From an optimization exercise on the open Yosys and OpenROAD flow, aimed at small area and a short achievable clock period; shortcuts taken in it are not production practice.
At most, simulation tests tie the RTL to the original design; equivalence was not proved.
Only the layout flow was run in run 1; the RTL was not checked for function there.
Power and IR drop assume default switching activity.

==> flow/design.v, too long to show whole: its modules and the start of the top module <==
// module Top_Module: 1324 lines
// module fa: 4 lines
// module ha: 4 lines
// module pgc: 4 lines
// module gc: 3 lines
module Top_Module(
    input clk,
    input wire [31:0] Num1,
    input wire [31:0] Num2,
    output reg [31:0] out
);
  // ...
==> flow/flow/run.sh <==
#!/bin/bash
# Standard layout (the standard.sh) with two changes to how it is made:
# port buffers use buf_2 instead of the default delay-cell choice, and timing
# repair aims for a setup slack of 7.85 ns instead of 0. The clock period and
# all constraints are unchanged. Full tool output goes to standard.log.
bash standard.sh SETUP_SLACK_MARGIN=7.85 "BUFFER_PORTS_ARGS=-buffer_cell sky130_fd_sc_hd__buf_2" finish > standard.log 2>&1
==> flow/standard.sh <==
#!/bin/bash
# synth_recipe.tcl (not shown) runs the flow's synth.tcl, then flattens the netlist and writes it again
# the make line also repeats each setting of config.mk as NAME=value (left out here)
make -C /OpenROAD-flow-scripts/flow DESIGN_CONFIG=/design/flow/config.mk WORK_HOME=/design/flow/orfs CLKGATE_MAP_FILE= SYNTH_SCRIPT=/design/flow/synth_recipe.tcl "${@:-finish}"
==> flow/config.mk <==
export PLATFORM = sky130hd
export DESIGN_NAME = Top_Module
export DESIGN_NICKNAME = Top_Module
export VERILOG_FILES = /design/flow/design.v
export SDC_FILE = /design/flow/constraint.sdc
export NUM_CORES = 4
export LEC_CHECK = 0
export CAP_MARGIN = 20
export CORE_MARGIN = 2
export CORE_UTILIZATION = 55
export CTS_CLUSTER_DIAMETER = 100
export CTS_CLUSTER_SIZE = 20
export SLEW_MARGIN = 20
export SYNTH_HIERARCHICAL = 1
export SYNTH_MINIMUM_KEEP_SIZE = 0
==> flow/constraint.sdc <==
create_clock -name core_clock -period 11.0 [get_ports {clk}]
set_input_delay 2.2000 -clock core_clock [delete_from_list [all_inputs] [get_ports {clk}]]
set_output_delay 2.2000 -clock core_clock [all_outputs]
set_load 0.01 [all_outputs]
==> run notes, run 1 <==
* Run status: no timing/DRC/antenna violations
* Terminating pin of the worst hold path: x2[2]
* Synthesized cell area at a little over 20000 µm²
* Required time of the critical path at ~11 ns
* Most frequent cells after synthesis: 284 x xnor2_1, 267 x fa_1, 265 x a22oi_1
* Multi-input gate share of total cell area at a little under two thirds
* Combinational family with the most area after synthesis: adder cells
* Highest attainable clock frequency at approximately 290 MHz
* Proportion of register bits with asynchronous set or reset after synthesis at 0%
* Startpoint of the most critical register-to-register path: p3[25]
* Top contributor to total power: combinational logic
* Transition time at the pin with the least slew margin at 0.826 ns
* YS warnings at 7
* Final antenna-violating net count at 0
* Most frequent standard cell in the layout excluding fill and tap cells: xnor2_1
* Total routed wire length on the met1 layer at ~26 mm
* Switching part of the total at a little over two fifths
* Post-DR wirelength/cell at 24.4 µm
* Placer congestion estimate at roughly 0.82
* Comb power at between 5 and 6 mW
* Clock group at 615 µW
* Post-synthesis to final-layout area growth at 16.1%
* Multi-input gate area in the final layout at 15200 µm²
* Global route hottest layer: met2
* Worst setup EP type: flip-flop
* Leakage power summed over all cells at 9.82 nW
* Max Fanout on Critical Path at 3
* Beginning of the worst hold path: x1[2]
* Wire length on met2 at about 27 mm
* Highest routed metal layer: met5
* Number of well taps at about 470
* Clock input transition at the sequential cells of the worst setup and hold paths at about 0.080 ns
* H-tree levels at 1
* Filler cell count in the final layout at a little under 3000
* Wire length after detailed routing at about 61 mm
* Minimum hold slack at around 0.32 ns
* Aggregate negative setup slack at 0 ns
* Dominant register cell in the synthesized netlist: dfxtp_1
==> inputs of run 2 (changes only) <==
--- a/flow/design.v
+++ b/flow/design.v
@@ -2,45 +2,43 @@
     input clk,
     input wire [31:0] Num1,
     input wire [31:0] Num2,
     output reg [31:0] out
 );
     wire [24:0] be = {1'b1, Num2[22:0], 1'b0};
     reg [11:0] bo, bt, bn;         
     reg [22:0] ma;
-    reg [9:0]  x1;
-    reg        s1, n1;
-    wire [7:0] ea = Num1[30:23];
-    wire [7:0] eb = Num2[30:23];
-    wire zero1 = (ea == 8'h00);
-    wire zero2 = (eb == 8'h00);
-    wire max1  = (ea == 8'hFF);
-    wire max2  = (eb == 8'hFF);
-    wire fz1   = (Num1[22:0] == 23'd0);
-    wire fz2   = (Num2[22:0] == 23'd0);
-    wire inf1  = max1 & fz1;
-    wire inf2  = max2 & fz2;
-    wire is_nan = (max1 & ~fz1) | (max2 & ~fz2) | (inf1 & zero2) | (inf2 & zero1);
-    wire is_inf = inf1 | inf2;
-    wire is_zero = zero1 | zero2;
-    wire [9:0] esum = {2'b00, ea} + {2'b00, eb} - 10'd127;
-    wire [9:0] e1 = (is_nan | is_inf) ? 10'd383 : is_zero ? 10'h380 : esum;
+    reg [7:0]  ea1, eb1;
+    reg        s1;
     integer k;
     always @(posedge clk) begin
         for (k = 0; k < 12; k = k + 1) begin
             bo[k] <= be[2*k+1] ^ be[2*k];
             bt[k] <= (be[2*k+2] & ~be[2*k+1] & ~be[2*k]) | (~be[2*k+2] & be[2*k+1] & be[2*k]);
             bn[k] <= be[2*k+2];
         end
-        ma <= Num1[22:0];
-        x1 <= e1;
-        s1 <= (Num1[31] ^ Num2[31]) & ~is_nan;
-        n1 <= is_nan;
+        ma  <= Num1[22:0];
+        ea1 <= Num1[30:23];
+        eb1 <= Num2[30:23];
+        s1  <= Num1[31] ^ Num2[31];
     end
+    wire fa1 = (ma == 23'd0);
+    wire fb1 = ~(|bo) & ~(|bt[10:0]);
+    wire zero1 = (ea1 == 8'h00);
+    wire zero2 = (eb1 == 8'h00);
+    wire max1  = (ea1 == 8'hFF);
+    wire max2  = (eb1 == 8'hFF);
+    wire inf1  = max1 & fa1;
+    wire inf2  = max2 & fb1;
+    wire is_nan = (max1 & ~fa1) | (max2 & ~fb1) | (inf1 & zero2) | (inf2 & zero1);
+    wire is_inf = inf1 | inf2;
+    wire is_zero = zero1 | zero2;
+    wire [9:0] esum = {2'b00, ea1} + {2'b00, eb1} - 10'd127;
+    wire [9:0] e2 = (is_nan | is_inf) ? 10'd383 : is_zero ? 10'h380 : esum;
     wire pp_0_0 = bn[0] ^ ((bo[0] & ma[0]));
     wire pp_0_1 = bn[0] ^ ((bo[0] & ma[1]) | (bt[0] & ma[0]));
     wire pp_0_2 = bn[0] ^ ((bo[0] & ma[2]) | (bt[0] & ma[1]));
     wire pp_0_3 = bn[0] ^ ((bo[0] & ma[3]) | (bt[0] & ma[2]));
     wire pp_0_4 = bn[0] ^ ((bo[0] & ma[4]) | (bt[0] & ma[3]));
     wire pp_0_5 = bn[0] ^ ((bo[0] & ma[5]) | (bt[0] & ma[4]));
     wire pp_0_6 = bn[0] ^ ((bo[0] & ma[6]) | (bt[0] & ma[5]));
     wire pp_0_7 = bn[0] ^ ((bo[0] & ma[7]) | (bt[0] & ma[6]));
@@ -954,19 +952,19 @@
         q44_2 <= f238_c;
         q45_0 <= h3_s;
         q45_1 <= f240_c;
         q46_0 <= f243_s;
         q47_0 <= f244_s;
         q47_1 <= f243_c;
         lc2 <= lsum[8];
         ls2 <= lsz;
-        s2 <= s1;
-        n2 <= n1;
-        x2 <= x1;
+        s2 <= s1 & ~is_nan;
+        n2 <= is_nan;
+        x2 <= e2;
     end
     wire mf245_s, mf245_c;
     fa u_mf245 (.a(q8_0), .b(q8_1), .c(q8_2), .s(mf245_s), .co(mf245_c));
     wire mh4_s, mh4_c;
     ha u_mh4 (.a(q9_0), .b(q9_1), .s(mh4_s), .co(mh4_c));
     wire mf246_s, mf246_c;
     fa u_mf246 (.a(q10_0), .b(q10_1), .c(mh4_c), .s(mf246_s), .co(mf246_c));
     wire mh5_s, mh5_c;
==> flow/flow/run.sh (replaced) <==
#!/bin/bash
# Standard layout (the standard.sh) with changes to how it is made only:
# port buffers are inserted by flow/ports.tcl (buf_1 on inputs, buf_2 on
# outputs) instead of the default cell choice, and timing repair aims for a
# setup slack of 7.85 ns instead of 0. The clock period and all constraints are
# unchanged. Full tool output goes to standard.log.
bash standard.sh SETUP_SLACK_MARGIN=7.85 DONT_BUFFER_PORTS=1 "PRE_GLOBAL_PLACE_TCL=$(pwd)/flow/ports.tcl" finish > standard.log 2>&1
==> flow/flow/ports.tcl (new file) <==
# Port buffers: every input and every output port gets a buffer, as in the
# standard flow; inputs a buf_1, outputs a buf_2.
buffer_ports -inputs -buffer_cell sky130_fd_sc_hd__buf_1
buffer_ports -outputs -buffer_cell sky130_fd_sc_hd__buf_2
==> flow/config.mk (replaced) <==
export PLATFORM = sky130hd
export DESIGN_NAME = Top_Module
export DESIGN_NICKNAME = Top_Module
export VERILOG_FILES = /design/flow/design.v
export SDC_FILE = /design/flow/constraint.sdc
export NUM_CORES = 4
export LEC_CHECK = 0
export CAP_MARGIN = 20
export CORE_MARGIN = 2
export CORE_UTILIZATION = 62
export CTS_CLUSTER_DIAMETER = 100
export CTS_CLUSTER_SIZE = 20
export PLACE_DENSITY = 0.72
export SLEW_MARGIN = 20
export SYNTH_HIERARCHICAL = 1
export SYNTH_MINIMUM_KEEP_SIZE = 0
==> run 2 against run 1 <==
  * Sequential share of layout area grew 1.1 points
  * Routed wire length down 2.0%
  * Core utilization increased by 4.3 points
  * Fmax grew 9.6%
  * Combinational power decreased by 1%
  * First-iteration DRC count is 44% higher
  * Synthesized cell count rose by 1.9%
  * Worst hold slack improved by 0.014 ns
  * Area after synthesis increased by 1.3%
  * Clock skew fell by 0.0067 ns
==> run notes, run 2 <==
* Run status: no timing/DRC/antenna violations (unchanged)
* Post-synthesis to final-layout area growth at 10.9% (was 16.1%)
* Largest registers ranked by flip-flop count: out: 32 flops, p3: 26 flops, ma: 23 flops (unchanged)
* Post-DR wirelength/cell at 25.1 µm (was 24.4 µm)
* Hold violation total from the final report at 0 (unchanged)
* Unrepaired setup endpoints after global routing: true (unchanged)
* Portion of total power attributed to the clock network at 7.7% (was 7.6%)
* Filler cell count in the final layout at 2397 (was 2937)
* Share of the cycle needed by the critical path after routing at 28.6% (was 31.3%)
* Synthesized cell area at 20800 µm² (was 20500 µm²)
* CTS Hold Buffers Added at 0 (unchanged)
* Dominant cell by count in the synthesized netlist: xnor2_1 (unchanged)
* Boundary Pins at 97 (unchanged)
* Layout Skew at 0.0161 ns (was 0.0228 ns)
* Highest attainable clock frequency at 318 MHz (was 290 MHz)
* YS warnings at 7 (unchanged)
* Overall fraction of global-route tracks in use at 32.7% (was 31.2%)
* Final Slew Violations at 0 (unchanged)
* Slowest cell delay on critical path at 0.60 ns (was 0.39 ns)
* Number of global-route vias before repair at 16400 (was 16200)
* Gate count after technology mapping at 1960 (was 1924)
* Routed vias/inst at 6.61 (was 6.25)
* Nets at 2335 (was 2436)
* Post-synthesis area per instance at 10.6 µm² (was 10.7 µm²)
* Portion of netlist area occupied by mux cells at 0.992% (was 0.981%)
* Sum of net half-perimeters after detailed placement at 35.9 mm (was 37.4 mm)
* First-pass GRT wire length at 89.9 mm (was 92.7 mm)
* Clock root buffer: clkbuf_16 (unchanged)
* Vertical die dimension at 187 µm (was 197 µm)
* Number of core rows at 67 (was 70)
* Combinational family with the most area after synthesis: adder cells (unchanged)
* Worst setup EP type: flip-flop (unchanged)
* Die Span X at 187 µm (was 197 µm)
* Max reg flops at 32 (unchanged)
* Switching part of the total at 44.7% (was 43.9%)
* Total internal power at 4.44 mW (was 4.52 mW)
* FF/Latch Area at 5410 µm² (was 5320 µm²)
* Compound-Gate Fraction of Synth Area at 16.3% (was 16.4%)
* Arr. time, crit path at 3.54 ns (was 3.84 ns)
* Most frequent standard cell in the layout excluding fill and tap cells: xnor2_1 (unchanged)
* Required time of the critical path at 11.40 ns (was 11.39 ns)
* Normalized max-slew margin at 60.5% (was 44.5%)
* Number of failing setup endpoints in the final timing report at 0 (unchanged)
* Critical Path, Cell by Cell: buf_6, a22oi_1, xnor2_1, fa_1, fa_1, fa_1, fa_1 (was buf_8, ha_4, ha_4, a21o_1, a21oi_2, o21ai_2, a31oi_1, xnor2_1, or4_1)
* Clock latency of the later-clocked register in the worst-skew pair at 0.53 ns (was 0.52 ns)
* Type of the setup path with the least slack: reg2reg (was in2reg)
* Parity-gate share of the synthesized area counting xor and xnor cells at 14.6% (was 14.9%)
* Placer congestion estimate at 0.880 (was 0.821)
* Register containing the most flip-flops in the final layout: out (unchanged)
* Switching component of the power at 3.58 mW (was 3.53 mW)
* Area share of fa/ha/maj cells after synthesis at 31.0% (was 31.5%)
* Worst IR Drop VDD at 0.000203 V (was 0.000268 V)
* Simple-Gate Fraction of Synth Area at 6.75% (was 6.56%)
* Delay-heaviest family, CP: adder cells (was compound AO/OA/AOI/OAI gates)
* Leftover overflow at the end of global routing at 0 (unchanged)
* Transition time at the pin with the least slew margin at 0.593 ns (was 0.826 ns)
* Wire length after detailed routing at 59.3 mm (was 60.6 mm)
* Total CTS buffers at 17 (unchanged)
* Number of buffer and inverter stages on the critical path at 1 (unchanged)
* Max Root-Sink Buffers at 3 (unchanged)
* Initial antenna violation count at 1 (was 0)
* Number of enable-type register cells in the synthesized netlist at 0 (unchanged)
* First DRT Iteration DRCs at 2224 (was 1543)
* Number of port buffers at 96 (unchanged)
* Final antenna-violating net count at 0 (unchanged)
* Area of the core region at 33300 µm² (was 36700 µm²)
* Max-capacitance violation count at 0 (unchanged)
* H-tree levels at 1 (unchanged)
* Post-synth top area cell: fa_1 (unchanged)
* Commonest non-fill, non-tap cells in the layout: 278 x xnor2_1, 255 x a22oi_1, 255 x fa_1, 235 x dfxtp_1, 95 x a21o_1 (was 280 x xnor2_1, 258 x a22oi_1, 256 x fa_1, 224 x dfxtp_1, 97 x a21o_1)
* Leakage power summed over all cells at 9.28 nW (was 9.82 nW)
* Clock input transition at the sequential cells of the worst setup and hold paths at 0.08 ns (about the same)
* Kind of start point of the critical path: flip-flop (was input port)
* Number of distinct library cells after synthesis at 60 (was 54)
* Most frequent cells after synthesis: 282 x xnor2_1, 267 x fa_1, 266 x dfxtp_1 (was 284 x xnor2_1, 267 x fa_1, 265 x a22oi_1)
* Post-detailed-route DRC marker count at 0 (unchanged)
* Most repeated library cell on the critical path: fa_1 (was ha_4)
* Post-layout total power at 8.02 mW (was 8.05 mW)
* Dominant register cell in the synthesized netlist: dfxtp_1 (unchanged)
* Slowest-stage cell, CP: fa_1 (was or4_1)
* Share of power burned in registers at 20.8% (was 20.1%)
* Number of clock sinks seen by CTS at 266 (was 261)
* Top-area cell type share of the netlist area at 25.7% (was 26.0%)
* Minimum clock period after layout at 3.14 ns (was 3.44 ns)
* Share of power burned in combinational logic at 71.5% (was 72.2%)
* Aggregate negative setup slack at 0 ns (unchanged)
* Via count at 15600 (was 15500)
* P per Cell Area at 348 nW/µm² (was 337 nW/µm²)
* Length of the first detailed-routing pass in iterations at 7 (was 6)
* Leading cell types by total area after synthesis: fa_1 26%, dfxtp_1 26%, xnor2_1 12% (was fa_1 26%, dfxtp_1 25%, xnor2_1 12%)
* Sequential cell area fraction in the yosys report at 25.6% (was 25.4%)
* Multi-input gate area in the final layout at 15000 µm² (was 15200 µm²)
* Clock tree from TritonCTS: done (unchanged)
* Proportion of register bits with asynchronous set or reset after synthesis at 0% (unchanged)
* Max Fanout on Critical Path at 26 (was 3)
* Synth Register Bits at 266 (was 261)
* Overall die area at 35000 µm² (was 38900 µm²)
* Layout cells sized above 1 at 13.0% (was 18.8%)
* Initial core utilization at 62.5% (was 56.0%)
* Class of the tightest hold or removal check: reg2reg (unchanged)
* Maximum number of pins on one net before global-route repair at 28 (was 29)
==> run 2: cell count changes in the layout (fill, tap and decap cells not counted), moves of 5 or more <==
cell | previous run | this run
buf_8 | 14 | 6
and2_1 | 53 | 58
buf_2 | 78 | 0
nand2_1 | 39 | 49
ha_4 | 17 | 12
dfxtp_1 | 224 | 235
o21ai_0 | 23 | 35
o21ai_1 | 9 | 0
buf_6 | 52 | 26
o21ai_2 | 9 | 0
a31oi_1 | 8 | 3
buf_4 | 34 | 43
==> run 2: final timing paths <==
path / startpoint / to / slack, ns / cells after the start
worst max-delay path: ma[12] / q18_1 / 7.86 / 7
worst min-delay path: n2 / n3 / 0.33 / 0
worst max register to register: ma[12] / q18_1 / 7.86 / 7
worst min register to register: n2 / n3 / 0.33 / 0
==> run 2: stage by stage <==
| stage | hold slack, ns | setup slack [ns] | util (%) | area, µm² | instances |
|---|---|---|---|---|---|
| finish | 0.332 | 7.86 | 69.3 | 23100 | 2365 |
| detailed placement | 0.312 | 6.70 | 63.4 | 21100 | 2287 |
| floorplan | 0.310 | 7.78 | - | 21000 | 1978 |
| global route | 0.339 | 7.74 | 69.3 | 23100 | 2364 |
| global placement | 0.312 | 6.92 | 63.4 | 21100 | 2287 |
| CTS | 0.331 | 7.81 | 67.4 | 22400 | 2346 |
==> run 2: timing repair <==
item	4_1_cts	5_1_grt
gates resized for setup	113	101
setup endpoints to repair	98	59
buffers inserted	34	15
endpoints found under the hold margin	0	0
pin swaps	36	45
gates cloned	5	3
==> run 2: cell type report <==
| class | count | area share, % |
|---|---|---|
| antenna | 1 | 0.0108 |
| clock buffer | 17 | 1.84 |
| clock inverter | 3 | 0.130 |
| inverter | 69 | 1.14 |
| multi-input combinational | 1457 | 65.2 |
| sequential | 266 | 23.4 |
| tap | 448 | 2.43 |
| timing repair buffer | 104 | 5.80 |
==> run 2: metal layers <==
layer  vias to the layer above  global-route usage (%)  share of wire, %
met2                      1114                    50.3                44
met5                         -                       0                 0
li1                       6552                       -                 -
met3                       268                    10.2                13
met1                      7707                    43.1                38
met4                         0                    13.9               4.8
==> run 2: logic make-up after synthesis <==
group / after synthesis
fa+ha+maj: 355
buf+inv: 255
compound gates: 471
xor+xnor: 347
mux: 19
flops: 266
other cells: 2
simple gates: 245
==> run 2: per-module statistics from Yosys, one instance, submodules excluded <==
module / flops+latches / cells / cell area (µm²) / times used
gc: 0 / 1 / 7.51 / 38
Top_Module: 266 / 1520 / 14100 / 1
ha: 0 / 1 / 12.5 / 20
pgc: 0 / 2 / 13.8 / 58
fa: 0 / 1 / 20.0 / 266
==> run 2: worst register-to-register path: cells and delay by family, from the launching register on <==
| kind | cells | cell delay [ns] |
|---|---|---|
| fa+ha+maj | 4 | 2.01 |
| flops | 1 | 0.33 |
| buf+inv | 1 | 0.30 |
| xor+xnor | 1 | 0.23 |
| compound gates | 1 | 0.16 |
==> run 2: power groups by stage <==
stage / logic (mW) / clock network, mW / registers (mW)
after floorplan: 3.64 / 0 / 1.60
after global placement: 4.70 / 0 / 1.70
after detailed placement: 4.86 / 0 / 1.71
after CTS: 5.40 / 0.626 / 1.67
after global routing: 6.30 / 0.657 / 1.71
final: 5.74 / 0.616 / 1.67
==> inputs of run 3 (changes only) <==
--- a/flow/config.mk
+++ b/flow/config.mk
@@ -7,10 +7,9 @@
 export LEC_CHECK = 0
 export CAP_MARGIN = 20
 export CORE_MARGIN = 2
-export CORE_UTILIZATION = 62
+export CORE_UTILIZATION = 55
 export CTS_CLUSTER_DIAMETER = 100
 export CTS_CLUSTER_SIZE = 20
-export PLACE_DENSITY = 0.72
 export SLEW_MARGIN = 20
 export SYNTH_HIERARCHICAL = 1
 export SYNTH_MINIMUM_KEEP_SIZE = 0
==> run 3 against run 2 <==
  * Largest cell class unchanged
  * Fmax is 1.6% lower
  * Via count is 2.7% lower
  * Combinational power is 1% lower
  * Still clean on timing, DRC and antenna
  * Critical path type unchanged
  * Clock skew is 0.011 ns higher
  * Power is 0.76% lower
  * Count of clock-buffer cells in the layout stayed put
  * Clock power is 3% higher
  * Core utilization is 7.6 points lower
  * Highest routed layer is now met5
  * Sequential share of layout area is 0.12 points lower
==> run notes, run 3 <==
* Run status: no timing/DRC/antenna violations (unchanged)
* Share of the cycle needed by the critical path after routing at 29.0% (was 28.6%)
* Layout cells sized above 1 at 12.9% (was 13.0%)
* CTS Hold Buffers Added at 0 (unchanged)
* Total CTS buffers at 17 (unchanged)
* Unrepaired setup endpoints after global routing: true (unchanged)
* Dominant register cell in the synthesized netlist: dfxtp_1 (unchanged)
* Initial core utilization at 55.5% (was 62.5%)
* Reg2reg end: out[11] (was q18_1)
* Number of failing setup endpoints in the final timing report at 0 (unchanged)
* Dominant cell by count in the synthesized netlist: xnor2_1 (unchanged)
* Slack of the worst reg-to-reg path at 7.81 ns (was 7.86 ns)
* Sequential cell area fraction in the yosys report at 25.6% (unchanged)
* Leading cell types by total area after synthesis: fa_1 26%, dfxtp_1 26%, xnor2_1 12% (unchanged)
* Synth Register Bits at 266 (unchanged)
* Max Fanout on Critical Path at 7 (was 26)
* Max reg flops at 32 (unchanged)
* Largest registers ranked by flip-flop count: out: 32 flops, p3: 26 flops, ma: 23 flops (unchanged)
* Highest attainable clock frequency at 313 MHz (was 318 MHz)
* Register-to-Register Path Depth at 12 (was 7)
* Commonest non-fill, non-tap cells in the layout: 278 x xnor2_1, 257 x a22oi_1, 253 x fa_1, 240 x dfxtp_1, 95 x a21o_1 (was 278 x xnor2_1, 255 x a22oi_1, 255 x fa_1, 235 x dfxtp_1, 95 x a21o_1)
* Beginning of the worst hold path: s2 (was n2)
* Final antenna-violating net count at 0 (unchanged)
* Sum of net half-perimeters after detailed placement at 37.0 mm (was 35.9 mm)
* Number of placed instances with taps included at 2355 (was 2287)
* Number of port buffers at 96 (unchanged)
* Cell depth of the worst hold path at 0 (unchanged)
* YS warnings at 7 (unchanged)
* Length of the first detailed-routing pass in iterations at 6 (was 7)
* H-tree levels at 1 (unchanged)
* First DRT Iteration DRCs at 1717 (was 2224)
* Overall fraction of global-route tracks in use at 31.1% (was 32.7%)
* Nets at 2346 (was 2335)
* Normalized max-slew margin at 59.2% (was 60.5%)
* Post-synthesis area per instance at 10.6 µm² (unchanged)
* Final Slew Violations at 0 (unchanged)
* Post-DR wirelength/cell at 24.8 µm (was 25.1 µm)
* Number of clock sinks seen by CTS at 266 (unchanged)
* Register containing the most flip-flops in the final layout: out (unchanged)
* Most frequent standard cell in the layout excluding fill and tap cells: xnor2_1 (unchanged)
* Critical Path, Cell by Cell: buf_8, mux2i_4, nor4b_4, and4_4, nand4_1, nor2_2, ha_4, mux2_4, o21a_4, or3_4, buf_12, a2111oi_4 (was buf_6, a22oi_1, xnor2_1, fa_1, fa_1, fa_1, fa_1)
* Minimum clock period after layout at 3.19 ns (was 3.14 ns)
* Wire length after detailed routing at 60.5 mm (was 59.3 mm)
* Startpoint of the most critical register-to-register path: p3[25] (was ma[12])
* First-pass GRT wire length at 92.7 mm (was 89.9 mm)
* Post-route non-filler standard cell count at 2442 (was 2365)
* Final critical-path setup slack at 7.81 ns (was 7.86 ns)
* Delay-heaviest family, CP: simple AND/OR/NAND/NOR gates (was adder cells)
* Worst setup EP type: flip-flop (unchanged)
* Leakage power summed over all cells at 9.32 nW (was 9.28 nW)
* Most frequent cells after synthesis: 282 x xnor2_1, 267 x fa_1, 266 x dfxtp_1 (unchanged)
* Via count at 15200 (was 15600)
* Top-area cell type share of the netlist area at 25.7% (unchanged)
* Boundary Pins at 97 (unchanged)
* Post-synthesis to final-layout area growth at 11.2% (was 10.9%)
* Vertical die dimension at 199 µm (was 187 µm)
* Minimum hold slack at 0.304 ns (was 0.332 ns)
* Max-capacitance violation count at 0 (unchanged)
* Number of enable-type register cells in the synthesized netlist at 0 (unchanged)
* Number of distinct library cells after synthesis at 60 (unchanged)
* Slowest-stage cell, CP: or3_4 (was fa_1)
* Aggregate negative setup slack at 0 ns (unchanged)
* Proportion of register bits with asynchronous set or reset after synthesis at 0% (unchanged)
* Clock tree from TritonCTS: done (unchanged)
* Synthesized cell area at 20800 µm² (unchanged)
* Number of global-route vias before repair at 15800 (was 16400)
* Leftover overflow at the end of global routing at 0 (unchanged)
* Terminating pin of the worst hold path: s3 (was n3)
* Layout Skew at 0.0269 ns (was 0.0161 ns)
* Routed vias/inst at 6.23 (was 6.61)
* Clock root buffer: clkbuf_16 (unchanged)
* Slowest cell delay on critical path at 0.40 ns (was 0.60 ns)
* Overall die area at 39400 µm² (was 35000 µm²)
* Number of core rows at 71 (was 67)
* Maximum number of pins on one net before global-route repair at 28 (unchanged)
* Hold violation total from the final report at 0 (unchanged)
* Number of buffer and inverter stages on the critical path at 2 (was 1)
* Class of the tightest hold or removal check: reg2reg (unchanged)
* Transition time at the pin with the least slew margin at 0.612 ns (was 0.593 ns)
* Type of the setup path with the least slack: reg2reg (unchanged)
* Kind of start point of the critical path: flip-flop (unchanged)
* Worst IR Drop VDD at 0.000221 V (was 0.000203 V)
* DP Worst Slack at 6.78 ns (was 6.70 ns)
* Max Root-Sink Buffers at 3 (unchanged)
* Arr. time, crit path at 3.61 ns (was 3.54 ns)
* Post-synth top area cell: fa_1 (unchanged)
* Gate count after technology mapping at 1960 (unchanged)
* Required time of the critical path at 11.42 ns (was 11.40 ns)
* Area of the core region at 37500 µm² (was 33300 µm²)
* Placer congestion estimate at 0.835 (was 0.880)
* Clock latency of the later-clocked register in the worst-skew pair at 0.54 ns (was 0.53 ns)
* Initial antenna violation count at 6 (was 1)
* P per Cell Area at 344 nW/µm² (was 348 nW/µm²)
* Die Span X at 199 µm (was 187 µm)
* Clock input transition at the sequential cells of the worst setup and hold paths at 0.09 ns (was 0.08 ns)
* Post-detailed-route DRC marker count at 0 (unchanged)
==> run 3: cell counts after synthesis <==
Identical to the previous run, type by type.
==> run 3: cell type report <==
class | instances | area (µm²)
clock buffers | 17 | 425
clock inverters | 4 | 53.8
repair buffers | 115 | 1370
fillers | 3107 | 14300
well taps | 511 | 639
diodes | 3 | 7.51
multi-input cells | 1457 | 15000
inverters | 69 | 263
flip-flops and latches | 266 | 5400
==> run 3: modules after synthesis, one instance, submodules excluded <==
module,times used,area [µm²],flip-flops and latches,cells
gc,38,7.51,0,1
Top_Module,1,14100,266,1520
pgc,58,13.8,0,2
ha,20,12.5,0,1
fa,266,20.0,0,1
==> run 3: layer usage <==
| layer | vias up | GRT usage [%] | wire, µm |
|---|---|---|---|
| met4 | 6 | 8.40 | 1400 |
| met3 | 132 | 10.0 | 7510 |
| met5 | - | 0 | 33 |
| met1 | 7560 | 44.2 | 25400 |
| met2 | 953 | 45.9 | 26100 |
| li1 | 6570 | - | - |
==> run 3: how the worst max path moves through the flow <==
stage	from	to	slack, ns	cells after the start
floorplan	bt[1]	ls2	7.78	11
global placement	p3[25]	out[21]	6.88	10
detailed placement	p3[25]	out[21]	6.78	10
CTS	p3[25]	out[2]	7.77	13
global route	p3[25]	out[11]	7.68	12
finish	p3[25]	out[11]	7.81	12
==> run 3: repair_timing <==
action	in CTS	in global routing
setup buffers	31	24
pin swaps	28	55
hold endpoints to repair	0	0
gates cloned	7	1
endpoints found under the setup margin	85	62
resized for setup	100	87
==> run 3: stage by stage <==
step | power [mW] | util (%) | cell area (µm²)
finish | 7.96 | 61.7 | 23100
global route | 8.69 | 61.7 | 23100
CTS | 7.72 | 60.2 | 22600
detailed placement | 6.60 | 56.6 | 21200
global placement | 6.55 | 56.6 | 21200
floorplan | 5.24 | - | 21000
==> run 3: cell families (layout without fill, tap and decap cells) <==
group                      Yosys count  in the layout  share of synthesized area [%]
AOI/OAI and AO/OA                  471            471                           16.3
xor gates and xnor gates           347            347                           14.6
adders and majority gates          355            355                           31.0
buffers and inverters              255            205                           4.74
DFF                                266            266                           25.6
muxes                               19             19                          0.992
other                                2             23                         0.0361
and+or+nand+nor                    245            245                           6.75
==> run 3: power by group <==
group	total (mW)	internal, mW	leakage, nW	switching [mW]
registers	1.65	1.40	2.24	0.247
logic	5.67	2.72	6.84	2.95
clock network	0.635	0.304	0.228	0.331

[separate check: timing with driven ports]
In the flow no input, the clock included, has a driving cell. The finished layouts below were timed again as built, in two steps. Step 1 assumes that a clkbuf_16 drives the clock port and a buf_2 every other input. Step 2 adds t to the input delays and takes it off the output delays; t is the mean of the earliest and latest rising clock arrival at the registers after step 1. Input paths then give back, and output paths get back, about the clock's delay inside the block. Three values: ideal ports, drivers, drivers and shift; two values: the first two.
run | shift t [ns] | setup WS [ns] | latest minus earliest clock arrival (ns) | worst register clock-pin slew, ns | pins driven straight from the clock port
run 1 | 0.566 | 7.555 / 7.569 / 7.003 | 0.023 / 0.023 | 0.09 / 0.09 | 1
run 2 | 0.574 | 7.858 / 7.833 / 7.858 | 0.021 / 0.022 | 0.09 / 0.09 | 1
run 3 | 0.578 | 7.808 / 7.808 / 7.808 | 0.029 / 0.030 | 0.09 / 0.09 | 1
After both steps every run listed still meets setup and hold. For run 1, which loses most, drivers alone change the setup slack by +0.014 ns; drivers and shift together by -0.552 ns.
